What follows belongs to an exercise in optimizing a design on an open flow for small area; a production flow would make more cautious choices. At most, simulation tests tie the RTL to the original design; equivalence was not proved. No functional check of the RTL was part of runs 1 to 3. No activity file was given, so power comes from the tool's default toggle rates.

==> design/flow/design.v <==
`timescale 1ns/1ps
module top(
    input ck, reset,
    input start_button, reflex_button,
    output CA, CB, CC, CD, CE, CF, CG, DP,
    output led, block,
    output [7:0] AN
);
    localparam [2:0] S_IDLE = 3'd0, S_WR = 3'd1, S_T = 3'd2, S_CMP = 3'd3, S_LM = 3'd4, S_LOCK = 3'd5;
    reg [2:0] st;
    reg [5:0] r6;        
    reg [9:0] ds;        
    reg [5:0] val;       
    reg [15:0] k;        
    reg [1:0] err;       
    reg [1:0] w;         
    reg [3:0] cnt0, cnt1, cnt2, cnt3;
    reg [3:0] rec0, rec1, rec2, rec3;
    reg [3:0] rf;        
    reg [2:0] sel;
    wire in_wr = (st == S_WR);
    wire in_t = (st == S_T);
    wire in_lock = (st == S_LOCK);
    wire rf9 = rf[3] & rf[0];
    wire en_ds = (ds[8:0] == 9'd278);
    wire zero = ~|val;
    wire lock_hit = (k[15:2] == 14'b11010011000000);
    wire ms_tick = in_t & k[10];
    wire wrap = ms_tick | lock_hit;
    wire lock_end = ~|w & k[2];
    wire k_fb = ~(k[15] ^ k[9] ^ k[3] ^ k[0]);
    wire r6_fb = r6[5] ^ (r6[4] | ~|r6[3:0]);
    wire val_top = val[0] ^ (val[5] | ~|val[4:1]);
    wire [1:0] err_inc = {err[1] | err[0], err[1] | ~err[0]};
    wire [15:0] ca = {cnt3, cnt2, cnt1, cnt0};
    wire [15:0] cb = {rec3, rec2, rec1, rec0};
    wire [16:0] bw;
    assign bw[0] = 1'b0;
    genvar gi;
    generate for (gi = 0; gi < 16; gi = gi + 1) begin : g_cmp
        assign bw[gi+1] = (~ca[gi] & cb[gi]) | (~ca[gi] & bw[gi]) | (cb[gi] & bw[gi]);
    end endgenerate
    wire is_new = bw[16];
    wire clr_cnt = ~(in_t | (st == S_CMP));
    reg [2:0] st_n;
    always @(*) begin
        case (st)
            S_IDLE: st_n = start_button ? S_WR : S_IDLE;
            S_WR:   st_n = zero ? S_T : (reflex_button ? S_LOCK : S_WR);
            S_T:    st_n = reflex_button ? S_CMP : S_T;
            S_CMP:  st_n = start_button ? (is_new ? S_LM : S_WR) : S_CMP;
            S_LM:   st_n = S_WR;
            S_LOCK: st_n = lock_end ? S_IDLE : S_LOCK;
            default: st_n = S_IDLE;
        endcase
    end
    always @(posedge ck or posedge reset)
        if (reset) st <= S_IDLE;
        else st <= st_n;
    always @(posedge ck or posedge reset)
        if (reset) begin
            r6 <= 6'd0;
            ds <= 10'd556;
            err <= 2'd0;
            rf <= 4'd0;
            sel <= 3'd0;
        end else begin
            r6 <= {r6[4:0], r6_fb};
            ds <= {ds[8:0], ds[9] ^ ds[2] ^ en_ds};
            if (in_wr & ~zero & reflex_button) err <= err_inc;
            rf <= rf9 ? 4'd0 : {rf[3] ^ (rf[2] & rf[1] & rf[0]), rf[2] ^ (rf[1] & rf[0]), rf[1] ^ rf[0], ~rf[0]};
            if (rf9) sel <= {sel[2] ^ (sel[1] & sel[0]), sel[1] ^ sel[0], ~sel[0]};
        end
    always @(posedge ck) begin
        if (in_wr) begin
            if (en_ds & ~zero) val <= {val_top, val[5:1]};
        end else
            val <= r6;
        k <= in_wr ? 16'd0 : (wrap ? 16'd1 : {k[14:0], k_fb});
        if (~in_lock) w <= err_inc;
        else if (lock_hit) w <= {w[1] ~^ w[0], ~w[0]};
    end
    function [3:0] inc10(input [3:0] d);
        inc10 = {(d[3] & ~d[0]) | (d[2] & d[1] & d[0]), d[2] ^ (d[1] & d[0]), (d[1] ^ d[0]) & ~d[3], ~d[0]};
    endfunction
    wire c0 = ms_tick & cnt0[3] & cnt0[0];
    wire c1 = c0 & cnt1[3] & cnt1[0];
    wire c2 = c1 & cnt2[3] & cnt2[0];
    always @(posedge ck or posedge reset)
        if (reset) cnt0 <= 4'd9;
        else if (clr_cnt) cnt0 <= 4'd0;
        else if (ms_tick) cnt0 <= inc10(cnt0);
    always @(posedge ck) begin
        if (clr_cnt) begin
            cnt1 <= 4'd0; cnt2 <= 4'd0; cnt3 <= 4'd0;
        end else begin
            if (c0) cnt1 <= inc10(cnt1);
            if (c1) cnt2 <= inc10(cnt2);
            if (c2) cnt3 <= inc10(cnt3);
        end
    end
    always @(posedge ck or posedge reset)
        if (reset) begin
            rec0 <= 4'd9; rec1 <= 4'd9; rec2 <= 4'd9; rec3 <= 4'd9;
        end else if (st == S_LM) begin
            rec0 <= cnt0; rec1 <= cnt1; rec2 <= cnt2; rec3 <= cnt3;
        end
    reg [3:0] dig;
    always @(*) begin
        case (sel)
            3'd0: dig = cnt0;
            3'd1: dig = cnt1;
            3'd2: dig = cnt2;
            3'd3: dig = cnt3;
            3'd4: dig = rec0;
            3'd5: dig = rec1;
            3'd6: dig = rec2;
            default: dig = rec3;
        endcase
    end
    reg [6:0] seg;
    always @(*) begin
        case (dig)
            4'd0: seg = 7'b0000001;
            4'd1: seg = 7'b1001111;
            4'd2: seg = 7'b0010010;
            4'd3: seg = 7'b0000110;
            4'd4: seg = 7'b1001100;
            4'd5: seg = 7'b0100100;
            4'd6: seg = 7'b0100000;
            4'd7: seg = 7'b0001111;
            4'd8: seg = 7'b0000000;
            4'd9: seg = 7'b0000100;
            default: seg = 7'bxxxxxxx;
        endcase
    end
    assign {CA, CB, CC, CD, CE, CF, CG} = seg;
    assign AN = ~(8'd1 << sel);
    assign DP = ~(sel[1] & sel[0]);
    assign led = in_t;
    assign block = in_lock;
endmodule
==> design/flow/run.sh <==
#!/bin/bash
# synth_recipe.tcl (not shown) runs the flow's synth.tcl, then flattens the netlist and writes it again
# the make line also repeats each setting of config.mk as NAME=value (left out here)
make -C /OpenROAD-flow-scripts/flow DESIGN_CONFIG=/design/flow/config.mk WORK_HOME=/design/flow/orfs CLKGATE_MAP_FILE= SYNTH_SCRIPT=/design/flow/synth_recipe.tcl finish
==> design/flow/config.mk <==
export PLATFORM = sky130hd
export DESIGN_NAME = top
export DESIGN_NICKNAME = top
export VERILOG_FILES = /design/flow/design.v
export SDC_FILE = /design/flow/constraint.sdc
export NUM_CORES = 4
export LEC_CHECK = 0
export ABC_AREA = 1
export CAP_MARGIN = 20
export CORE_MARGIN = 2
export CORE_UTILIZATION = 40
export CTS_BUF_LIST = sky130_fd_sc_hd__clkbuf_8
export SLEW_MARGIN = 20
==> design/flow/constraint.sdc <==
create_clock -name core_clock -period 10.0 [get_ports {ck}]
set_input_delay 2.0000 -clock core_clock [delete_from_list [all_inputs] [get_ports {ck}]]
set_output_delay 2.0000 -clock core_clock [all_outputs]
set_load 0.01 [all_outputs]
==> run_results.csv, run 1 <==
group,metric,value,unit
outcome,run_status,"no timing/DRC/antenna violations",
clocking,cts_sinks,84,
logic_synthesis,synthesis.nets,489,
critical_path,critical_path_arrival,3.28,ns
drt,route.detailed.drc,0,
run,max_cap_violations,0,
clocking,cts_resized,0,
critical_path,reg2reg_slack,7.85,ns
timing,rsz0062_at_grt,"false",
timing,fmax,189,MHz
logic_synthesis,avgSynthCellArea,8.49,µm²
drt,routed_wl,8070,µm
clocking,cts-hold-fix-buffers,0,
floorplan,start_util,41.0,%
global_routing,grt_pass1_vias,2832,
power_and_ir_drop,vdd_drop_max,0.0934,mV
hold_path,hold_path_end,"r6[4]$_DFF_PP0_",
critical_path,cp.required,8.00,ns
global_routing,grt_start_max_net_pins,49,
floorplan,die_area,0.0107,mm²
timing,final_hold_viol_count,0,
clocking,post_cts_buffers,0,
logic_synthesis,synth_seq_cells,84,
finish,antenna_cells,0,
timing,tns,0,ns
global_routing,overflow,0,
timing,clock_skew,0.0175,ns
logic_synthesis,yosys_warnings,1,
critical_path,crit_type,"reg -> out",
critical_path,cp-end-kind,"output pin",
hold_path,hold_start,"r6[3]$_DFF_PP0_",
timing,tightest_slew,0.923,ns
global_routing,grt_pass1_wl,13700,µm
place,gp_congestion,0.851,
critical_path,r2r_end,"cnt3[2]$_SDFFE_PN0P_",
finish,final_cells,633,
logic_synthesis,syn_inst,468,
timing,drv_slew,0,
clocking,cts.htree.levels,3,
power_and_ir_drop,power_density,186,mW/mm²
drt,postRouteAntennaNets,0,
critical_path,rr_worst_depth,14,
clocking,clock-root-buffer,"clkbuf_8",
drt,first_iter_violations,162,
timing,period_needed,5.28,ns
clocking,cts_tree,"done",
logic_synthesis,yosysSeqAreaShare,50.9,%
floorplan,die_h,104,µm
clocking,clk_pin_slew,0.09,ns
place,placed_cells,617,
critical_path,critPathMaxFanout,8,
finish,fin_nets,516,
power_and_ir_drop,leakagePower,1.95,nW
floorplan,io_pins,22,
floorplan,die_w,104,µm
global_routing,antenna_found_initial,0,
timing,final-setup-viol-count,0,
place,dp_hpwl,5950,µm
timing,period_share,52.8,%
finish,syn_to_final_growth,13.8,%
finish,drive_gt1_share,9.00,%
floorplan,core_region_area,0.00968,mm²
logic_synthesis,synth_area,0.00397,mm²
drt,vias_per_cell,4.71,
critical_path,rr_startpoint,"st[2]$_DFF_PP0_",
drt,firstDrtPassIters,4,
hold_path,worstHoldPathCells,0,
logic_synthesis,synth_cell_types,37,
timing,slew_headroom,38.3,%
global_routing,grt_use_total,16.1,%
clocking,clk_latency,0.37,ns
clocking,cts_buffer_depth,2,
drt,vias,2984,
hold_path,hold_path_class,"reg -> reg",
floorplan,rows,36,
place,port_buffers,21,
critical_path,crit_path_start_kind,"flip-flop",
clocking,numCtsBuffers,9,
drt,avgRoutedWirePerCell,12.7,µm
worst max path at each step:
| stage | startpoint | end | slack (ns) | cells after the start |
|---|---|---|---|---|
| after floorplan | sel[0]$_DFFE_PP0P_ | CD | 5.80 | 9 |
| after global placement | sel[0]$_DFFE_PP0P_ | CD | 5.22 | 10 |
| after detailed placement | sel[0]$_DFFE_PP0P_ | CD | 5.09 | 10 |
| after CTS | sel[0]$_DFFE_PP0P_ | CD | 4.67 | 10 |
| after global routing | sel[0]$_DFFE_PP0P_ | CD | 4.43 | 10 |
| final | sel[0]$_DFFE_PP0P_ | CD | 4.72 | 10 |
critical path, cell delays in order, from the launching register on:
cell and delay [ns]:
dfrtp_1 0.41, ha_1 0.25, ha_1 0.28, nor4_4 0.48
a211oi_1 0.08, a22oi_1 0.31, inv_1 0.14, ha_1 0.20
o21ai_0 0.22, a21oi_1 0.07, clkdlybuf4s50_1 0.48
metrics by stage:
step / cell area (µm²) / utilization [%] / worst slack [ns] / total power [mW] / hold slack [ns]
2_1_floorplan: 3970 / - / 5.80 / 0.553 / 0.354
3_3_place_gp: 4330 / 44.7 / 5.22 / 0.609 / 0.359
3_5_place_dp: 4330 / 44.7 / 5.09 / 0.614 / 0.361
4_1_cts: 4520 / 46.7 / 4.67 / 0.852 / 0.380
5_1_grt: 4520 / 46.7 / 4.43 / 0.898 / 0.389
6_report: 4520 / 46.7 / 4.72 / 0.840 / 0.379
flip-flops by register name, indices dropped and copies added (netlist names), 3 cells and up, named ones only:
name	cells
cnt0	4
rec0	4
rf	4
cnt2	3
ds	10
k	16
st	3
cnt1	3
rec1	4
val	6
r6	6
rec3	4
rec2	4
cnt3	3
sel	3
report_power, final:
part / internal, mW / total, mW / switching, mW / leakage [nW]
registers: 0.390 / 0.412 / 0.0222 / 0.885
logic: 0.0698 / 0.191 / 0.121 / 0.956
clock network: 0.113 / 0.237 / 0.124 / 0.106
total: 0.573 / 0.840 / 0.267 / 1.95
cell usage in the layout, fill, tap and decap left out, types with 7 or more instances in the layout:
cell | Yosys | routed
a21oi_1 | 19 | 19
nor3_1 | 7 | 7
edfxtp_1 | 8 | 8
o21ai_0 | 46 | 46
ha_1 | 17 | 17
o22ai_1 | 18 | 18
clkbuf_8 | 0 | 9
inv_1 | 100 | 101
nand3_1 | 8 | 8
nand2_1 | 79 | 79
nor2_1 | 37 | 37
dfstp_2 | 14 | 14
dfrtp_1 | 34 | 34
dfxtp_1 | 28 | 28
clkdlybuf4s50_1 | 0 | 21
routing by layer:
metal | GRT usage (%) | wire length [µm]
met1 | 21.8 | 3840
met2 | 25.3 | 3740
met5 | 0 | 0
met4 | 5.60 | 114
met3 | 3.78 | 366
cells in the mapped netlist (all sizes together):
cell type,n,share of area (%)
nand3,9,1.4
clkbuf,6,0.57
nor3,7,0.88
xnor2,6,1.3
dfxtp,28,14
o22ai,18,2.8
nor4,3,0.85
a21oi,19,2.4
nand4,4,0.63
a32o,1,0.25
o211ai,1,0.19
nor2,43,5.3
a41oi,1,0.22
ha,17,5.4
edfxtp,8,6.0
dfstp,14,9.3
inv,104,9.8
dfrtp,34,21
o31ai,1,0.19
xor2,2,0.44
or2,1,0.16
nand2,81,7.9
o221ai,2,0.44
a31oi,1,0.16
a22oi,3,0.57
a211oi,5,0.95
o21ai,48,6.0
a221oi,1,0.22
cells by family after synthesis:
logic type | synth area share, %
compound gates | 14.5
xor+xnor | 1.76
fa+ha+maj | 5.36
buf+inv | 10.4
flops | 50.9
simple gates | 17.2
final cells by class:
cell class              instances  area [µm²]
multi-input cells             274        1540
flip-flops and latches         84        2020
well taps                     133         166
inverters                     104         392
clock inverters                 7        61.3
repair buffers                 22         218
fillers                       950        5160
clock buffers                   9         124
==> inputs of run 2 (changes only) <==
--- a/design/flow/config.mk
+++ b/design/flow/config.mk
@@ -10,4 +10,4 @@
 export CORE_MARGIN = 2
 export CORE_UTILIZATION = 40
-export CTS_BUF_LIST = sky130_fd_sc_hd__clkbuf_8
+export CTS_BUF_LIST = sky130_fd_sc_hd__clkbuf_4 sky130_fd_sc_hd__clkbuf_8
 export SLEW_MARGIN = 20
==> run 2 against run 1 <==
Against the previous run:
- wire length is essentially flat
- total power grew 0.77%
- register-to-register slack lost 0.02 ns
==> run_results.csv, run 2 <==
group,metric,value,unit
clocking,cts_buffer_depth,2,
timing,rsz0062_at_grt,"false",
clocking,numCtsBuffers,9,
critical_path,crit_chain,"ha_1 -> ha_1 -> nor4_4 -> a211oi_1 -> a22oi_1 -> inv_1 -> ha_1 -> o21ai_0 -> a21oi_1 -> clkdlybuf4s50_1",
critical_path,rr_startpoint,"st[2]$_DFF_PP0_",
finish,final_area,0.00453,mm²
place,dpl_cell_area,0.00433,mm²
power_and_ir_drop,clkPwrFrac,28.8,%
power_and_ir_drop,switching_share,31.4,%
critical_path,crit_top_cell,"ha_1",
finish,most-common-layout-cells,"inv_1, nand2_1, o21ai_0",
drt,first_iter_violations,179,
finish,drive_gt1_share,9.40,%
critical_path,critical_path_arrival,3.28,ns
timing,tns,0,ns
clocking,cts.htree.levels,3,
critical_path,max_stage_delay,0.48,ns
drt,routed_wl,8060,µm
finish,fin_nets,516,
global_routing,overflow,0,
power_and_ir_drop,leakagePower,1.95,nW
logic_synthesis,ys_top_cells_by_area,"dfrtp_1, dfxtp_1, inv_1, dfstp_2, nand2_1",
critical_path,r2r_end,"cnt3[2]$_SDFFE_PN0P_",
floorplan,die_h,104,µm
critical_path,crit_type,"reg -> out",
logic_synthesis,synth_flop_cell,"dfrtp_1",
floorplan,die_area,0.0107,mm²
floorplan,start_util,41.0,%
drt,firstDrtPassIters,4,
finish,antenna_cells,0,
timing,tightest_slew,0.916,ns
drt,vias_per_cell,4.69,
critical_path,cp.required,8.00,ns
power_and_ir_drop,combPwrFrac,22.5,%
power_and_ir_drop,p_int,0.581,mW
logic_synthesis,synth_area,0.00397,mm²
floorplan,core_region_area,0.00968,mm²
logic_synthesis,synth_top_area_share,21.4,%
timing,fin_hold_ws,0.379,ns
floorplan,rows,36,
timing,drv_slew,0,
power_and_ir_drop,power,0.847,mW
place,dp_hpwl,5950,µm
critical_path,crit_end,"CD",
clocking,clock-root-buffer,"clkbuf_8",
critical_path,cp-end-kind,"output pin",
floorplan,io_pins,22,
logic_synthesis,yosys.area.top_type,"dfrtp_1",
logic_synthesis,synth.most_common_cell,"inv_1",
clocking,clk_pin_slew,0.09,ns
critical_path,startpoint,"sel[0]$_DFFE_PP0P_",
finish,top_register,"k",
logic_synthesis,synth_seq_cells,84,
finish,reg.largest.list,"k (16), ds (10)",
logic_synthesis,synthTopCellsByCount,"inv_1, nand2_1, o21ai_0",
timing,fmax,189,MHz
global_routing,antenna_found_initial,0,
finish,final_common_cell,"inv_1",
timing,period_share,52.8,%
timing,final_hold_viol_count,0,
clocking,cts-hold-fix-buffers,0,
power_and_ir_drop,power_density,187,mW/mm²
drt,postRouteAntennaNets,0,
logic_synthesis,avgSynthCellArea,8.49,µm²
logic_synthesis,async_flop_share,57.1,%
critical_path,rr_worst_depth,14,
critical_path,reg2reg_slack,7.83,ns
logic_synthesis,syn_inst,468,
drt,route.detailed.drc,0,
timing,timing.final.ws_setup,4.72,ns
timing,slew_headroom,38.8,%
logic_synthesis,synth_edf_count,8,
power_and_ir_drop,vdd_drop_max,0.103,mV
clocking,post_cts_buffers,0,
drt,avgRoutedWirePerCell,12.7,µm
timing,final-setup-viol-count,0,
global_routing,grt_pass1_vias,2831,
clocking,cts_tree,"done",
finish,syn_to_final_growth,14.0,%
critical_path,critPathMaxFanout,8,
run,max_cap_violations,0,
finish,largest_register_ffs,16,
critical_path,crit_slowest_cell,"nor4_4",
logic_synthesis,synthesis.nets,489,
global_routing,grt_pass1_wl,13700,µm
global_routing,grt_use_total,16.1,%
timing,clock_skew,0.0171,ns
place,gp_congestion,0.851,
logic_synthesis,synth_cell_types,37,
clocking,cts_sinks,84,
logic_synthesis,yosys_warnings,1,
floorplan,die_w,104,µm
power_and_ir_drop,switching_power,0.266,mW
critical_path,crit_path_start_kind,"flip-flop",
clocking,clk_latency,0.36,ns
place,dp_slack,5.09,ns
timing,period_needed,5.28,ns
drt,vias,2971,
power_and_ir_drop,p_seq_share,48.7,%
outcome,run_status,"no timing/DRC/antenna violations",
logic_synthesis,yosysSeqAreaShare,50.9,%
place,port_buffers,21,
hold_path,hold_path_class,"reg -> reg",
global_routing,grt_start_max_net_pins,49,
clocking,cts_resized,0,
run 2: cell counts after synthesis:
No cell type changed its count.
run 2: per-stage QoR:
step	instances	utilization (%)
4_1_cts	633	46.7
2_1_floorplan	468	-
5_1_grt	633	46.7
6_report	633	46.7
3_5_place_dp	617	44.7
3_3_place_gp	617	44.7
run 2: how the worst min path moves through the flow:
stage,from,endpoint,cells after the start
after CTS,r6[3]$_DFF_PP0_,r6[4]$_DFF_PP0_,0
after global routing,ds[2]$_DFF_PP1_,ds[3]$_DFF_PP1_,0
after detailed placement,ds[4]$_DFF_PP0_,ds[5]$_DFF_PP1_,0
after global placement,ds[1]$_DFF_PP0_,ds[2]$_DFF_PP1_,0
final,r6[3]$_DFF_PP0_,r6[4]$_DFF_PP0_,0
after floorplan,r6[0]$_DFF_PP0_,r6[1]$_DFF_PP0_,0
run 2: cell families (layout without fill, tap and decap cells):
group,count (synthesis),count (layout),synth area share (%)
simple gates,148,148,17.2
buf+inv,110,142,10.4
compound gates,101,101,14.5
flops,84,84,50.9
fa+ha+maj,17,17,5.36
xor+xnor,8,8,1.76
run 2: final cells by class:
class,count,area [µm²]
fill,950,5160
sequential,84,2020
multi-input combinational,274,1540
inverter,104,392
timing repair buffer,22,218
tap,133,166
clock buffer,11,139
clock inverter,5,53.8
run 2: power by group through the flow:
stage	Sequential [mW]	Combinational [mW]	Clock [mW]
after floorplan	0.413	0.140	0
after global placement	0.418	0.191	0
after detailed placement	0.419	0.194	0
after CTS	0.413	0.195	0.252
after global routing	0.417	0.222	0.266
final	0.412	0.191	0.244
run 2: worst max-delay path, delay by kind of cell (launching register included):
| kind | cells | cell delay [ns] |
|---|---|---|
| AO/OA/AOI/OAI | 4 | 0.68 |
| adder cells (fa/ha/maj) | 3 | 0.73 |
| buffers and inverters | 2 | 0.62 |
| flip-flops | 1 | 0.41 |
| AND/OR/NAND/NOR | 1 | 0.48 |
run 2: routing by layer:
metal,share of wire (%),vias to the layer above,GRT usage (%)
li1,-,1550,-
met1,48,1377,21.6
met2,47,39,25.4
met3,4.2,5,4.53
met4,0.67,0,5.02
met5,0,-,0
==> inputs of run 3 (changes only) <==
--- a/design/flow/design.v
+++ b/design/flow/design.v
@@ -33,13 +33,7 @@
     wire val_top = val[0] ^ (val[5] | ~|val[4:1]);
     wire [1:0] err_inc = {err[1] | err[0], err[1] | ~err[0]};
-    wire [15:0] ca = {cnt3, cnt2, cnt1, cnt0};
-    wire [15:0] cb = {rec3, rec2, rec1, rec0};
-    wire [16:0] bw;
-    assign bw[0] = 1'b0;
-    genvar gi;
-    generate for (gi = 0; gi < 16; gi = gi + 1) begin : g_cmp
-        assign bw[gi+1] = (~ca[gi] & cb[gi]) | (~ca[gi] & bw[gi]) | (cb[gi] & bw[gi]);
-    end endgenerate
-    wire is_new = bw[16];
+    wire eq = ({cnt3, cnt2, cnt1, cnt0} == {rec3, rec2, rec1, rec0});
+    reg ge;
+    wire is_new = ~(ge | eq);
     wire clr_cnt = ~(in_t | (st == S_CMP));
     reg [2:0] st_n;
@@ -100,4 +94,6 @@
         end
     end
+    always @(posedge ck)
+        ge <= ~clr_cnt & ~(c2 & cnt3[3] & cnt3[0]) & (ge | eq);
     always @(posedge ck or posedge reset)
         if (reset) begin
==> design/flow/flow/run.sh (new file) <==
#!/bin/bash
# Standard ORFS layout, with two changes:
#  - synthesis maps logic with an area-oriented ABC script (flow/abc_area.script);
#    everything else in synthesis, including register mapping, is the standard one
#  - port buffers use the smallest buffer cell
# Each step's full output goes to a log file in the work folder.
set -euo pipefail
W=$PWD
rm -rf "$W/myscripts"
cp -r "$FLOW_HOME/scripts" "$W/myscripts"
cp "$W/flow/abc_area.script" "$W/myscripts/abc_area.script"
SCRIPTS_DIR="$W/myscripts" bash "$W/standard.sh" synth > "$W/synth.log" 2>&1
BUFFER_PORTS_ARGS="-buffer_cell sky130_fd_sc_hd__buf_1" bash "$W/standard.sh" > "$W/layout.log" 2>&1
==> design/flow/flow/abc_area.script (new file) <==
strash
dc2
balance -l
resub -K 6 -l
rewrite -l
resub -K 6 -N 2 -l
refactor -l
resub -K 8 -l
balance -l
resub -K 8 -N 2 -l
rewrite -l
resub -K 10 -l
rewrite -z -l
resub -K 10 -N 2 -l
balance -l
resub -K 12 -l
refactor -z -l
resub -K 12 -N 2 -l
rewrite -z -l
balance -l
dch -f
amap
topo
==> design/flow/standard.sh (new file) <==
#!/bin/bash
# synth_recipe.tcl (not shown) runs the flow's synth.tcl, then flattens the netlist and writes it again
# the make line also repeats each setting of config.mk as NAME=value (left out here)
make -C /OpenROAD-flow-scripts/flow DESIGN_CONFIG=/design/flow/config.mk WORK_HOME=/design/flow/orfs CLKGATE_MAP_FILE= SYNTH_SCRIPT=/design/flow/synth_recipe.tcl "${@:-finish}"
--- a/design/flow/config.mk
+++ b/design/flow/config.mk
@@ -10,4 +10,4 @@
 export CORE_MARGIN = 2
 export CORE_UTILIZATION = 40
-export CTS_BUF_LIST = sky130_fd_sc_hd__clkbuf_4 sky130_fd_sc_hd__clkbuf_8
+export CTS_BUF_LIST = sky130_fd_sc_hd__clkbuf_8
 export SLEW_MARGIN = 20
removed: design/flow/run.sh
==> run 3 against run 2 <==
Against the previous run:
- sequential share of layout area up 4.7 points
- total power is 1.6% higher
- utilization decreased by 1.1 points
- clock skew is 0.0034 ns lower
- flip-flop and latch count rose by 1
- non-clock buffer count is the same
- sequential power increased by 3%
- via count decreased by 4.6%
- area after synthesis down 7.2%
- largest cell class unchanged
==> run_results.csv, run 3 <==
group,metric,value,unit
outcome,run_status,"no timing/DRC/antenna violations",
drt,first_iter_violations,103,
floorplan,start_util,40.6,%
power_and_ir_drop,power_density,208,mW/mm²
logic_synthesis,syn_inst,384,
floorplan,die_h,100,µm
floorplan,rows,35,
critical_path,critPathMaxFanout,4,
critical_path,cpLargestDelayFamily,"adder cells",
clocking,clock-root-buffer,"clkbuf_8",
global_routing,gr-usage-met1,20.4,%
place,dp_hpwl,5700,µm
finish,syn_to_final_growth,12.3,%
place,placed_cells,517,
clocking,cts.htree.levels,3,
clocking,post_cts_buffers,0,
logic_synthesis,synth_flop_cell,"dfrtp_1",
floorplan,core_region_area,0.00906,mm²
clocking,cts-hold-fix-buffers,0,
critical_path,cp.required,8.00,ns
drt,avgRoutedWirePerCell,14.3,µm
drt,postRouteAntennaNets,0,
timing,period_share,51.1,%
logic_synthesis,synth_adder_area_share,5.77,%
timing,final_hold_viol_count,0,
timing,drv_slew,0,
hold_path,worstHoldPathCells,0,
power_and_ir_drop,leakagePower,1.56,nW
finish,final_cells,533,
global_routing,grt_start_max_net_pins,49,
critical_path,crit_path_start_kind,"flip-flop",
critical_path,reg2reg_slack,5.88,ns
floorplan,die_area,0.00999,mm²
clocking,cts_sinks,85,
logic_synthesis,synthTopCellsByCount,"clkinv_1, nor2_1, o22ai_1",
logic_synthesis,synth_compound_area_share,18.5,%
logic_synthesis,synthSimpleGateAreaFrac,12.9,%
global_routing,grt_use_total,16.6,%
power_and_ir_drop,power,0.861,mW
global_routing,grt_pass1_vias,2792,
clocking,clk_latency,0.35,ns
logic_synthesis,synth_cell_types,32,
critical_path,rr_worst_depth,19,
finish,antenna_cells,0,
timing,tns,0,ns
timing,period_needed,5.11,ns
timing,slew_headroom,33.2,%
finish,fin_nets,438,
clocking,cts_resized,0,
hold_path,hold_path_class,"reg -> reg",
finish,top_register,"k",
floorplan,die_w,100,µm
drt,firstDrtPassIters,4,
critical_path,critical_path_arrival,3.11,ns
timing,fmax,196,MHz
critical_path,rr_startpoint,"st[2]$_DFF_PP0_",
global_routing,overflow,0,
drt,vias_per_cell,5.32,
logic_synthesis,synth_seq_cells,85,
clocking,numCtsBuffers,9,
logic_synthesis,yosysSeqAreaShare,55.4,%
critical_path,max_stage_delay,0.42,ns
run,max_cap_violations,0,
timing,rsz0062_at_grt,"false",
logic_synthesis,async_flop_share,56.5,%
finish,nFillCells,889,
timing,tightest_slew,0.995,ns
critical_path,crit_slowest_cell,"dfrtp_1",
logic_synthesis,synthXorXnorAreaFrac,0,%
critical_path,critical_path_buf_inv_count,3,
clocking,cts_buffer_depth,2,
drt,route.detailed.drc,0,
critical_path,crit_type,"reg -> out",
logic_synthesis,synth_top_family_by_area,"compound AO/OA/AOI/OAI gates",
logic_synthesis,avgSynthCellArea,9.59,µm²
global_routing,antenna_found_initial,0,
logic_synthesis,synth.most_common_cell,"clkinv_1",
hold_path,hold_start,"ds[0]$_DFF_PP0_",
timing,clock_skew,0.0137,ns
clocking,cts_tree,"done",
drt,vias,2834,
logic_synthesis,synth_top_area_share,23.1,%
finish,most-common-layout-cells,"clkinv_1, nor2_1, o22ai_1",
place,port_buffers,21,
timing,final-setup-viol-count,0,
power_and_ir_drop,vdd_drop_max,0.120,mV
logic_synthesis,yosys.area.top_type,"dfrtp_1",
global_routing,grt_util_met2,26.8,%
critical_path,cp-end-kind,"output pin",
logic_synthesis,synthesis.nets,405,
finish,final_common_cell,"clkinv_1",
finish,reg.largest.list,"k (16), ds (10)",
logic_synthesis,yosys_warnings,1,
global_routing,met3_usage,5.22,%
hold_path,hold_path_end,"ds[1]$_DFF_PP0_",
clocking,clk_pin_slew,0.08,ns
place,gp_congestion,0.867,
logic_synthesis,ys_top_cells_by_area,"dfrtp_1, dfxtp_1, dfstp_2, o22ai_1, clkinv_1",
logic_synthesis,synth_area,0.00368,mm²
critical_path,crit_top_cell,"ha_1",
global_routing,top_usage_layer,"met2",
logic_synthesis,synth.area.mux_share,0,%
global_routing,grt_pass1_wl,12900,µm
drt,routed_wl,7640,µm
finish,drive_gt1_share,7.82,%
critical_path,crit_chain,"ha_1 -> ha_1 -> nor4_1 -> clkinv_1 -> o21ai_0 -> clkinv_1 -> ha_1 -> o21ai_0 -> nor2_1 -> buf_1",
floorplan,io_pins,22,
logic_synthesis,synth_edf_count,8,
finish,largest_register_ffs,16,
-- run 3: routing by layer --
layer | up-vias | share of wire [%]
met5 | - | 0
met3 | 17 | 4.6
met1 | 1299 | 46
met2 | 78 | 47
met4 | 0 | 2.3
li1 | 1440 | -
-- run 3: how the worst max path moves through the flow --
stage / slack, ns / end / startpoint / depth (start not counted)
after floorplan: 5.60 / CF / sel[0]$_DFFE_PP0P_ / 8
after global placement: 5.43 / CA / sel[0]$_DFFE_PP0P_ / 10
after detailed placement: 5.21 / CA / sel[0]$_DFFE_PP0P_ / 10
after CTS: 4.82 / CA / sel[0]$_DFFE_PP0P_ / 10
after global routing: 4.52 / CA / sel[0]$_DFFE_PP0P_ / 10
final: 4.89 / CA / sel[0]$_DFFE_PP0P_ / 10
-- run 3: where the power goes --
| group | internal (mW) | switching [mW] | leakage [nW] | total [mW] |
|---|---|---|---|---|
| Combinational | 0.0556 | 0.111 | 0.561 | 0.167 |
| Sequential | 0.400 | 0.0248 | 0.890 | 0.424 |
| Clock | 0.142 | 0.127 | 0.112 | 0.269 |
| Total | 0.597 | 0.263 | 1.56 | 0.861 |
-- run 3: cell type report --
class	count	area, µm²	area share, %
timing repair buffer	22	86.3	2.09
clock buffer	9	124	3.00
multi-input combinational	226	1380	33.3
sequential	85	2040	49.3
tap	111	139	3.36
inverter	73	274	6.63
clock inverter	7	97.6	2.36
-- run 3: logic make-up after synthesis --
group / count (synthesis)
simple gates: 104
buf+inv: 73
compound gates: 105
fa+ha+maj: 17
flops: 85
-- run 3: worst register-to-register path, delay by kind of cell, from the launching register on --
family	cells	cell delay, ns
simple gates	10	2.48
buf+inv	7	0.94
flops	1	0.40
compound gates	2	0.22
-- run 3: through the flow --
step	setup slack [ns]	util (%)	hold slack, ns	instance area, µm²
finish	4.89	45.6	0.368	4140
global route	4.52	45.6	0.381	4140
CTS	4.82	45.6	0.375	4140
detailed placement	5.21	43.2	0.356	3910
global placement	5.43	43.2	0.350	3910
floorplan	5.60	-	0.345	3680
==> inputs of run 4 (changes only) <==
--- a/design/flow/design.v
+++ b/design/flow/design.v
@@ -22,18 +22,11 @@
     wire in_t = (st == S_T);
     wire in_lock = (st == S_LOCK);
-    wire rf9 = rf[3] & rf[0];
-    wire en_ds = (ds[8:0] == 9'd278);
+    wire en_ds = (ds == 10'd1000);
     wire zero = ~|val;
-    wire lock_hit = (k[15:2] == 14'b11010011000000);
-    wire ms_tick = in_t & k[10];
-    wire wrap = ms_tick | lock_hit;
-    wire lock_end = ~|w & k[2];
-    wire k_fb = ~(k[15] ^ k[9] ^ k[3] ^ k[0]);
-    wire r6_fb = r6[5] ^ (r6[4] | ~|r6[3:0]);
-    wire val_top = val[0] ^ (val[5] | ~|val[4:1]);
-    wire [1:0] err_inc = {err[1] | err[0], err[1] | ~err[0]};
-    wire eq = ({cnt3, cnt2, cnt1, cnt0} == {rec3, rec2, rec1, rec0});
-    reg ge;
-    wire is_new = ~(ge | eq);
+    wire wrap = in_t ? (k[3] & k[1]) : (k == 16'd50000);
+    wire ms_tick = in_t & k[3] & k[1] & ~k[0];
+    wire lock_end = ~|w & k[3] & k[2] & k[1];
+    wire [1:0] err_inc = (err == 2'd3) ? 2'd3 : err + 2'd1;
+    wire is_new = {cnt3, cnt2, cnt1, cnt0} < {rec3, rec2, rec1, rec0};
     wire clr_cnt = ~(in_t | (st == S_CMP));
     reg [2:0] st_n;
@@ -55,45 +48,40 @@
         if (reset) begin
             r6 <= 6'd0;
-            ds <= 10'd556;
+            ds <= 10'd0;
             err <= 2'd0;
             rf <= 4'd0;
             sel <= 3'd0;
         end else begin
-            r6 <= {r6[4:0], r6_fb};
-            ds <= {ds[8:0], ds[9] ^ ds[2] ^ en_ds};
+            r6 <= r6 + 6'd1;
+            ds <= en_ds ? 10'd0 : ds + 10'd1;
             if (in_wr & ~zero & reflex_button) err <= err_inc;
-            rf <= rf9 ? 4'd0 : {rf[3] ^ (rf[2] & rf[1] & rf[0]), rf[2] ^ (rf[1] & rf[0]), rf[1] ^ rf[0], ~rf[0]};
-            if (rf9) sel <= {sel[2] ^ (sel[1] & sel[0]), sel[1] ^ sel[0], ~sel[0]};
+            rf <= (rf == 4'd9) ? 4'd0 : rf + 4'd1;
+            if (rf == 4'd9) sel <= sel + 3'd1;
         end
     always @(posedge ck) begin
         if (in_wr) begin
-            if (en_ds & ~zero) val <= {val_top, val[5:1]};
+            if (en_ds & ~zero) val <= val - 6'd1;
         end else
             val <= r6;
-        k <= in_wr ? 16'd0 : (wrap ? 16'd1 : {k[14:0], k_fb});
+        k <= in_wr ? 16'd11 : (wrap ? 16'd0 : k + 16'd1);
         if (~in_lock) w <= err_inc;
-        else if (lock_hit) w <= {w[1] ~^ w[0], ~w[0]};
+        else if (wrap) w <= w - 2'd1;
     end
-    function [3:0] inc10(input [3:0] d);
-        inc10 = {(d[3] & ~d[0]) | (d[2] & d[1] & d[0]), d[2] ^ (d[1] & d[0]), (d[1] ^ d[0]) & ~d[3], ~d[0]};
-    endfunction
-    wire c0 = ms_tick & cnt0[3] & cnt0[0];
-    wire c1 = c0 & cnt1[3] & cnt1[0];
-    wire c2 = c1 & cnt2[3] & cnt2[0];
+    wire c0 = ms_tick & (cnt0 == 4'd9);
+    wire c1 = c0 & (cnt1 == 4'd9);
+    wire c2 = c1 & (cnt2 == 4'd9);
     always @(posedge ck or posedge reset)
         if (reset) cnt0 <= 4'd9;
         else if (clr_cnt) cnt0 <= 4'd0;
-        else if (ms_tick) cnt0 <= inc10(cnt0);
+        else if (ms_tick) cnt0 <= (cnt0 == 4'd9) ? 4'd0 : cnt0 + 4'd1;
     always @(posedge ck) begin
         if (clr_cnt) begin
             cnt1 <= 4'd0; cnt2 <= 4'd0; cnt3 <= 4'd0;
         end else begin
-            if (c0) cnt1 <= inc10(cnt1);
-            if (c1) cnt2 <= inc10(cnt2);
-            if (c2) cnt3 <= inc10(cnt3);
+            if (c0) cnt1 <= (cnt1 == 4'd9) ? 4'd0 : cnt1 + 4'd1;
+            if (c1) cnt2 <= (cnt2 == 4'd9) ? 4'd0 : cnt2 + 4'd1;
+            if (c2) cnt3 <= (cnt3 == 4'd9) ? 4'd0 : cnt3 + 4'd1;
         end
     end
-    always @(posedge ck)
-        ge <= ~clr_cnt & ~(c2 & cnt3[3] & cnt3[0]) & (ge | eq);
     always @(posedge ck or posedge reset)
         if (reset) begin
==> design/flow/run.sh (new file) <==
#!/bin/bash
# synth_recipe.tcl (not shown) runs the flow's synth.tcl, then flattens the netlist and writes it again
# the make line also repeats each setting of config.mk as NAME=value (left out here)
make -C /OpenROAD-flow-scripts/flow DESIGN_CONFIG=/design/flow/config.mk WORK_HOME=/design/flow/orfs CLKGATE_MAP_FILE= SYNTH_SCRIPT=/design/flow/synth_recipe.tcl finish
--- a/design/flow/config.mk
+++ b/design/flow/config.mk
@@ -6,8 +6,6 @@
 export NUM_CORES = 4
 export LEC_CHECK = 0
-export ABC_AREA = 1
 export CAP_MARGIN = 20
 export CORE_MARGIN = 2
 export CORE_UTILIZATION = 40
-export CTS_BUF_LIST = sky130_fd_sc_hd__clkbuf_8
 export SLEW_MARGIN = 20
removed: design/flow/flow/run.sh
removed: design/flow/flow/abc_area.script
removed: design/flow/standard.sh
==> run 4 against run 3 <==
Against the previous run:
- area after synthesis is 28% higher
- register-to-register slack better by 1.9 ns
- sequential share of layout area decreased by 11 points
- hold slack better by 0.099 ns
- clock skew decreased by 0.0046 ns
- first-iteration DRC count is 19% higher
- critical endpoint is now CD
- largest power group unchanged
==> run_results.csv, run 4 <==
group,metric,value,unit
global_routing,grt_start_max_net_pins,49,
finish,largest_register_ffs,16,
place,port_buffers,21,
timing,fmax,175,MHz
timing,period_share,57.3,%
global_routing,grt_use_total,16.1,%
logic_synthesis,synthesis.nets,558,
timing,tightest_slew,0.842,ns
power_and_ir_drop,vdd_drop_max,0.0858,mV
logic_synthesis,synth_seq_cells,84,
clocking,numCtsBuffers,9,
clocking,cts.htree.levels,3,
timing,final-setup-viol-count,0,
floorplan,die_area,0.0127,mm²
finish,multiInputGateArea,0.00243,mm²
logic_synthesis,synth_top_area_share,20.2,%
finish,antenna_cells,0,
critical_path,crit_chain,"inv_1 -> ha_1 -> or4_1 -> o22ai_1 -> inv_1 -> ha_1 -> a21oi_1 -> clkdlybuf4s50_1",
drt,routed_wl,9490,µm
finish,syn_to_final_growth,12.6,%
floorplan,rows,39,
logic_synthesis,synthTopCellsByCount,"nand2_1, inv_1, nor2_1",
finish,final_area,0.00531,mm²
finish,seqCellArea,0.00201,mm²
logic_synthesis,avgSynthCellArea,9.09,µm²
clocking,clk_pin_slew,0.06,ns
floorplan,start_util,41.1,%
global_routing,grt_pass1_vias,3523,
timing,period_needed,5.73,ns
finish,most-common-layout-cells,"nand2_1, nor2_1, inv_1",
logic_synthesis,yosys.area.top_type,"dfrtp_1",
timing,drv_slew,0,
power_and_ir_drop,leakagePower,2.23,nW
clocking,cts_buffer_depth,2,
critical_path,critical_path_arrival,3.73,ns
run,max_cap_violations,0,
finish,drive_gt1_share,7.81,%
critical_path,crit_slowest_cell,"or4_1",
global_routing,antenna_found_initial,0,
timing,final_hold_viol_count,0,
finish,reg.largest.list,"k (16), ds (10)",
timing,rsz0062_at_grt,"false",
timing,tns,0,ns
drt,firstDrtPassIters,4,
drt,route.detailed.drc,0,
logic_synthesis,yosys_warnings,1,
place,gp_congestion,0.794,
logic_synthesis,synth_flop_cell,"dfrtp_1",
clocking,cts_resized,0,
timing,slew_headroom,43.8,%
critical_path,crit_type,"reg -> out",
logic_synthesis,syn_inst,519,
clocking,cts_tree,"done",
power_and_ir_drop,power,0.910,mW
logic_synthesis,synth_area,0.00472,mm²
drt,postRouteAntennaNets,0,
floorplan,core_region_area,0.0115,mm²
drt,vias_per_cell,5.22,
outcome,run_status,"no timing/DRC/antenna violations",
clocking,cts_sinks,84,
critical_path,crit_path_start_kind,"flip-flop",
global_routing,grt_pass1_wl,16500,µm
floorplan,io_pins,22,
global_routing,overflow,0,
floorplan,die_h,113,µm
finish,fin_nets,572,
critical_path,cp-end-kind,"output pin",
clocking,post_cts_buffers,0,
drt,vias,3555,
critical_path,cp.required,8.00,ns
finish,final_util,46.3,%
finish,final_common_cell,"nand2_1",
finish,top_register,"k",
logic_synthesis,ys_top_cells_by_area,"dfrtp_1, dfxtp_1, ha_1, dfstp_2, edfxtp_1",
critical_path,max_stage_delay,0.69,ns
clocking,clk_latency,0.34,ns
drt,avgRoutedWirePerCell,13.9,µm
place,dpl_cell_area,0.00502,mm²
drt,first_iter_violations,123,
power_and_ir_drop,power_density,171,mW/mm²
hold_path,hold_path_class,"reg -> reg",
timing,clock_skew,0.00909,ns
floorplan,die_w,113,µm
logic_synthesis,synth_cell_types,63,
logic_synthesis,yosysSeqAreaShare,42.7,%
place,dp_hpwl,6860,µm
logic_synthesis,synth.most_common_cell,"nand2_1",
critical_path,critPathMaxFanout,17,
clocking,clock-root-buffer,"clkbuf_16",
finish,nFillCells,1089,
timing,fin_hold_ws,0.468,ns
clocking,cts-hold-fix-buffers,0,
logic_synthesis,synth_edf_count,8,
logic_synthesis,async_flop_share,57.1,%
run 4: changes by cell type after synthesis, sizes merged, moves of 18 or more:
cell    change
clkinv     -73
inv        +47
nand2      +44
o22ai      -41
o21ai      +28
nand3      +23
xnor2      +21
ha         +18
run 4: power by group:
group / switching (mW) / leakage, nW / internal, mW
Clock: 0.127 / 0.146 / 0.195
Combinational: 0.105 / 1.20 / 0.0629
Sequential: 0.0358 / 0.883 / 0.384
run 4: per-stage QoR:
| stage | instances | setup WS [ns] |
|---|---|---|
| detailed placement | 665 | 4.66 |
| floorplan | 519 | 5.36 |
| finish | 681 | 4.27 |
| CTS | 681 | 4.29 |
| global route | 681 | 4.04 |
| global placement | 665 | 4.78 |
run 4: cell type report:
cell class	instances	share of cell area, %
flip-flops and latches	84	37.9
clock buffers	15	5.42
well taps	143	3.37
clock inverters	1	0.0943
repair buffers	22	4.10
multi-input cells	369	45.7
inverters	47	3.35
run 4: path summary, 6_finish.rpt:
kind                                       from             endpoint  slack, ns  cells past startpoint
setup / recovery             sel[2]$_DFFE_PP0N_                   CD       4.27                      8
hold / removal                  r6[5]$_DFF_PP0_      r6[5]$_DFF_PP0_       0.47                      1
setup reg to reg           cnt3[2]$_SDFFE_PN0P_      st[0]$_DFF_PP0_       7.73                      6
hold reg to reg                 r6[5]$_DFF_PP0_      r6[5]$_DFF_PP0_       0.47                      1
max in group asynchronous                 reset  cnt0[2]$_DFFE_PP0P_       7.37                      2
min in group asynchronous                 reset      rf[1]$_DFF_PP0_       2.13                      2
run 4: logic make-up after synthesis:
kind of cell | after synthesis | synth area share (%)
AND/OR/NAND/NOR | 201 | 21.6
AO/OA/AOI/OAI | 90 | 12.3
flip-flops | 84 | 42.7
buffers and inverters | 66 | 5.89
XOR/XNOR | 37 | 6.87
adder cells (fa/ha/maj) | 35 | 9.29
multiplexers | 6 | 1.35
run 4: layer usage:
layer / routed length (µm) / vias to the layer above / GRT usage [%]
met5: 0 / - / 0
met4: 191 / 0 / 5.77
met3: 237 / 14 / 3.29
met2: 4360 / 43 / 26.0
met1: 4700 / 1683 / 21.6
li1: - / 1815 / -
run 4: worst max-delay path: cells and delay by family (launching register included):
kind	cells	cell delay (ns)
buffers and inverters	3	0.84
DFF	1	0.66
and+or+nand+nor	1	0.69
AOI/OAI and AO/OA	2	0.58
adders and majority gates	2	0.61

-- re-timing with driven ports --
No port has a modelled driver above. Below, the same layouts with a new extraction and two added sets of constraints. Step 1: set_driving_cell puts a clkbuf_16 on ck and a buf_2 on each other input, an assumption about the parent block. Step 2 adds t to the input delays and takes it off the output delays; t is the mean of the earliest and latest rising clock arrival at the registers after step 1. Input paths then give back, and output paths get back, about the clock's delay inside the block. Slacks: ideal ports / drivers / drivers and shift; pairs: ideal ports / drivers.
run | shift t [ns] | setup WS [ns] | hold slack, ns | latest minus earliest clock arrival (ns)
run 1 | 0.387 | 4.717 / 4.688 / 5.075 | 0.379 / 0.379 / 0.379 | 0.018 / 0.017
run 2 | 0.386 | 4.719 / 4.689 / 5.075 | 0.379 / 0.379 / 0.379 | 0.017 / 0.017
run 3 | 0.379 | 4.887 / 4.857 / 5.235 | 0.368 / 0.368 / 0.368 | 0.015 / 0.015
run 4 | 0.372 | 4.275 / 4.235 / 4.608 | 0.468 / 0.468 / 0.468 | 0.009 / 0.009
After both steps setup and hold are still met in every run listed.
